From an optimization exercise on the open Yosys and OpenROAD flow, aimed at small area and few clock cycles per item; shortcuts taken in it are not production practice. The RTL was checked by simulation tests, not by an equivalence proof against the original design. Power is estimated from default activity; no workload was simulated.

Design LCD_CTRL, start of the top module:
module LCD_CTRL(clk, reset, datain, cmd, cmd_valid, dataout, output_valid, busy);
Settings: LEC_CHECK=0, CAP_MARGIN=5, CORE_MARGIN=2, CORE_UTILIZATION=60, CTS_BUF_LIST=sky130_fd_sc_hd__clkbuf_8, CTS_CLUSTER_DIAMETER=60, CTS_CLUSTER_SIZE=19, SLEW_MARGIN=5; clock period 8.0 ns.
standard.sh (not shown) runs the stock make flow with config.mk's settings and CLKGATE_MAP_FILE= SYNTH_SCRIPT=/design/flow/synth_recipe.tcl, a recipe that flattens the netlist after the stock synthesis.
==> flow/flow/run.sh <==
#!/bin/bash
# The standard layout (the standard.sh, all steps), with the input and
# output port buffers made from the smallest buffer cell.
export BUFFER_PORTS_ARGS="-buffer_cell sky130_fd_sc_hd__buf_1"
bash standard.sh > standard.log 2>&1
The starting point produced a clean layout.
Testbench counts at the start, summed over its fixed seeds: cycles 17,449, commands 768.
Rerun with:
==> flow/run.sh (new file) <==
#!/bin/bash
# synth_recipe.tcl (not shown) runs the flow's synth.tcl, then flattens the netlist and writes it again
# the make line also repeats each setting of config.mk as NAME=value (left out here)
make -C /OpenROAD-flow-scripts/flow DESIGN_CONFIG=/design/flow/config.mk WORK_HOME=/design/flow/orfs CLKGATE_MAP_FILE= SYNTH_SCRIPT=/design/flow/synth_recipe.tcl finish
- CAP_MARGIN: 5 -> 20
- CTS_BUF_LIST: sky130_fd_sc_hd__clkbuf_8 -> sky130_fd_sc_hd__clkbuf_16
- CTS_CLUSTER_SIZE: 19 -> 30
- SLEW_MARGIN: 5 -> 20
removed: flow/flow/run.sh
removed: flow/standard.sh
Effect:
- via count stays flat
- power increases by 8.0%
- clock power increases by 34%
- fmax decreases by 6.3%
- worst setup slack gets worse by 0.43 ns
- utilization increases by 2.0 points
- sequential share of layout area decreases by 2.3 points


The RTL this note starts from:
==> flow/design.v <==
`timescale 1ns/1ps
module LCD_CTRL(clk, reset, datain, cmd, cmd_valid, dataout, output_valid, busy);
input           clk;
input           reset;
input   [7:0]   datain;
input   [2:0]   cmd;
input           cmd_valid;
output  [7:0]   dataout;
output          output_valid;
output reg      busy;
reg        ov;           
reg        ld;           
reg  [3:0] pa;           
reg  [3:0] pb;           
reg  [3:0] x;            
reg  [2:0] y;            
reg        fit;          
reg  [3:0] i;            
reg  [8:0] ra;           
reg  [5:0] hb;           
assign output_valid = ov;
wire wt = busy & ~ov & ~ld;      
reg [863:0] q;           
always @(posedge clk)
  q <= {(ld ? datain : q[7:0]), q[863:8]};
reg [7:0] pix;
reg [7:0] colpix;
integer ia, ih;
always @(*) begin
  pix = 8'd0;
  for (ih = 0; ih < 6; ih = ih + 1) begin
    colpix = 8'd0;
    for (ia = 0; ia < 9; ia = ia + 1)
      colpix = colpix | ({8{ra[ia]}} & q[96*ia + 16*ih +: 8]);
    pix = pix | ({8{hb[ih]}} & colpix);
  end
end
assign dataout = pix;
wire accept = cmd_valid & ~busy;
wire cload = (cmd == 3'd0);
wire c_r = (cmd == 3'd3), c_l = (cmd == 3'd4), c_u = (cmd == 3'd5), c_d = (cmd == 3'd6);
wire xinc = c_r & (x != 4'd8), xdec = c_l & (x != 4'd0);
wire yinc = c_d & (y != 3'd5), ydec = c_u & (y != 3'd0);
wire tofit = ~(c_r | c_l | c_u | c_d | (cmd == 3'd1));
wire nfit = tofit | (fit & (cmd != 3'd1));
wire [3:0] xs = x + {xdec, xdec, xdec, xinc | xdec};
wire [2:0] ys = y + {ydec, ydec, ydec | yinc};
wire [3:0] nx = (fit | tofit) ? 4'd4 : xs;
wire [2:0] ny = (fit | tofit) ? 3'd3 : ys;
wire [3:0] r0 = nfit ? 4'd1 : {1'b0, ny};
wire [3:0] c0 = nfit ? 4'd1 : nx;
wire [4:0] nb = {1'b0, c0} - {1'b0, pb} - 5'd1;
wire [3:0] b0 = nb[4] ? nb[3:0] + 4'd12 : nb[3:0];
wire [4:0] na = {1'b0, r0} - {1'b0, pa} - {4'd0, nb[4]};
wire [3:0] a0 = na[4] ? na[3:0] + 4'd9 : na[3:0];
wire rowch = (i[1:0] == 2'd3);
wire hstep = fit | rowch;
wire [5:0] hn = fit ? {hb[4:0], hb[5]} : {hb[1:0], hb[5:2]};
wire hc = fit ? hb[5] : ~(hb[0] | hb[1]);
wire a1 = hstep & (hc ^ (fit & rowch));
wire a2 = fit & rowch & hc;
wire ph_end = (pa == 4'd8) && (pb == 4'd11);
always @(posedge clk or posedge reset) begin
  if (reset) begin
    busy <= 1'b0;
    ov   <= 1'b0;
    ld   <= 1'b0;
  end else if (accept) begin
    busy <= 1'b1;
    ld   <= cload;
    ov   <= ~cload & ~b0[0];
  end else if (ld) begin
    ov <= pa[0] && (pb == 4'd2 || pb == 4'd5 || pb == 4'd8 || pb == 4'd11);
    if (ph_end) begin
      ld   <= 1'b0;
      busy <= 1'b0;
    end
  end else if (wt) begin
    ov <= 1'b1;
  end else if (ov) begin
    if (i == 4'd14) busy <= 1'b0;
    if (i == 4'd15) ov <= 1'b0;
  end
end
always @(posedge clk) begin
  if (accept && cload) begin
    pa <= 4'd0;
    pb <= 4'd0;
  end else if (pb == 4'd11) begin
    pb <= 4'd0;
    pa <= (pa == 4'd8) ? 4'd0 : pa + 4'd1;
  end else begin
    pb <= pb + 4'd1;
  end
  if (accept) begin
    i   <= 4'd0;
    fit <= nfit;
    x   <= nx;
    y   <= ny;
    ra  <= cload ? 9'b100000000 : 9'd1 << a0;
    hb  <= cload ? 6'b100000 : 6'd1 << b0[3:1];
  end else if (ov & ~ld) begin
    i <= i + 4'd1;
    if (hstep) hb <= hn;
    if (a1) ra <= {ra[7:0], ra[8]};
    else if (a2) ra <= {ra[6:0], ra[8:7]};
  end
end
endmodule
Settings: LEC_CHECK=0, CAP_MARGIN=20, CORE_MARGIN=2, CORE_UTILIZATION=60, CTS_BUF_LIST=sky130_fd_sc_hd__clkbuf_8, CTS_CLUSTER_DIAMETER=60, CTS_CLUSTER_SIZE=20, SLEW_MARGIN=20; clock period 8.0 ns.
==> flow/flow/run.sh <==
#!/bin/bash
# The standard layout (the standard.sh, all steps), with the input and
# output port buffers made from the smallest buffer cell.
export BUFFER_PORTS_ARGS="-buffer_cell sky130_fd_sc_hd__buf_1"
bash standard.sh > standard.log 2>&1
The first run completed without violations.
Testbench counts at the start, summed over its fixed seeds: cycles 17,449, commands 768.
Next try:
==> flow/run.sh (new file) <==
#!/bin/bash
# synth_recipe.tcl (not shown) runs the flow's synth.tcl, then flattens the netlist and writes it again
# the make line also repeats each setting of config.mk as NAME=value (left out here)
make -C /OpenROAD-flow-scripts/flow DESIGN_CONFIG=/design/flow/config.mk WORK_HOME=/design/flow/orfs CLKGATE_MAP_FILE= SYNTH_SCRIPT=/design/flow/synth_recipe.tcl finish
removed: flow/flow/run.sh
removed: flow/standard.sh
Effect: Core utilization goes up by 0.51 points. Setup slack degrades by 0.36 ns. Total power came out higher slightly. Cell count barely changes. Design area grows slightly. Via count is about the same. Register-to-register slack degrades by 0.05 ns. Clock-buffer cell count increases by 1. Die area stays the same. Synthesized area is unchanged. Clock skew barely changes.
Next try:
==> flow/flow/run.sh (new file) <==
#!/bin/bash
# The standard layout (the standard.sh, all steps), with the input and
# output port buffers made from the smallest buffer cell and clock tree
# synthesis run without dummy loads.
export BUFFER_PORTS_ARGS="-buffer_cell sky130_fd_sc_hd__buf_1"
export CTS_ARGS="-sink_clustering_enable -repair_clock_nets -sink_clustering_size 20 -sink_clustering_max_diameter 60 -buf_list sky130_fd_sc_hd__clkbuf_8 -dont_use_dummy_load"
bash standard.sh > standard.log 2>&1
==> flow/standard.sh (new file) <==
#!/bin/bash
# synth_recipe.tcl (not shown) runs the flow's synth.tcl, then flattens the netlist and writes it again
# the make line also repeats each setting of config.mk as NAME=value (left out here)
make -C /OpenROAD-flow-scripts/flow DESIGN_CONFIG=/design/flow/config.mk WORK_HOME=/design/flow/orfs CLKGATE_MAP_FILE= SYNTH_SCRIPT=/design/flow/synth_recipe.tcl "${@:-finish}"
- CORE_UTILIZATION: 60 -> 75
- GPL_TIMING_DRIVEN: not set -> 0
removed: flow/run.sh
=> Global-route usage climbs by 12 points. Die area drops by 20%. Synthesized area does not change. Combinational power climbs by 21%. Sequential power drops by about 2%. Sequential cell count stays the same. Via count climbs by about 10%. Core utilization climbs by 16 points. Clock skew climbs by 0.057 ns.
Next try:
==> flow/flow/run.sh (replaced) <==
#!/bin/bash
# The standard layout (the standard.sh, all steps), with the input and
# output port buffers made from the smallest buffer cell.
export BUFFER_PORTS_ARGS="-buffer_cell sky130_fd_sc_hd__buf_1"
bash standard.sh > standard.log 2>&1
- CORE_UTILIZATION: 75 -> 60
- CTS_CLUSTER_DIAMETER: 60 -> 45
- GPL_TIMING_DRIVEN: 0 -> not set
What happened:
- The changed run passed the timing, DRC and antenna checks
- routed wire length falls by about a fifth
- maximum frequency rises by a few percent
- cell area rises by a few percent
- cell count rises by a few percent
- count of clock-buffer cells in the layout rises by 13
- worst setup slack improved by 0.25 ns
- non-clock buffer count falls by 56
- power rises by a few percent
- first-iteration DRC count falls by a quarter to a third

what the ideal ports hide:
Ports are ideal in the flow. The routed layouts listed here were re-timed in OpenROAD.
Step 1: set_driving_cell puts a clkbuf_16 on clk and a buf_2 on each other input, an assumption about the parent block.
Step 2 times the ports against the registers' clock, not the clock port: input delays grow and output delays shrink by t, the midpoint of the rising clock arrivals with the driver on.
Three values: no drivers, after step 1, after step 2; two values: the first two.
run	t, ns	setup slack, ns	latest minus earliest clock arrival (ns)	worst data-port slew with drivers (ns)	pins driven straight from the clock port
the first run of note 1	0.729	1.720 / 1.753 / 1.024	0.026 / 0.026	0.04	1
the second run of note 1	0.638	1.295 / 1.326 / 0.688	0.026 / 0.026	0.04	1
the first run of note 2	0.712	1.752 / 1.781 / 1.069	0.044 / 0.044	0.04	1
the second run of note 2	0.716	1.388 / 1.414 / 0.698	0.039 / 0.039	0.04	1
the third run of note 2	0.645	1.466 / 1.488 / 0.843	0.089 / 0.089	0.04	1
the fourth run of note 2	0.716	1.720 / 1.752 / 1.037	0.026 / 0.027	0.04	1
After both steps every run listed still meets setup and hold. The setup slack of the first run of note 1, which loses most, moves by +0.033 ns with the drivers and by -0.696 ns with both steps.
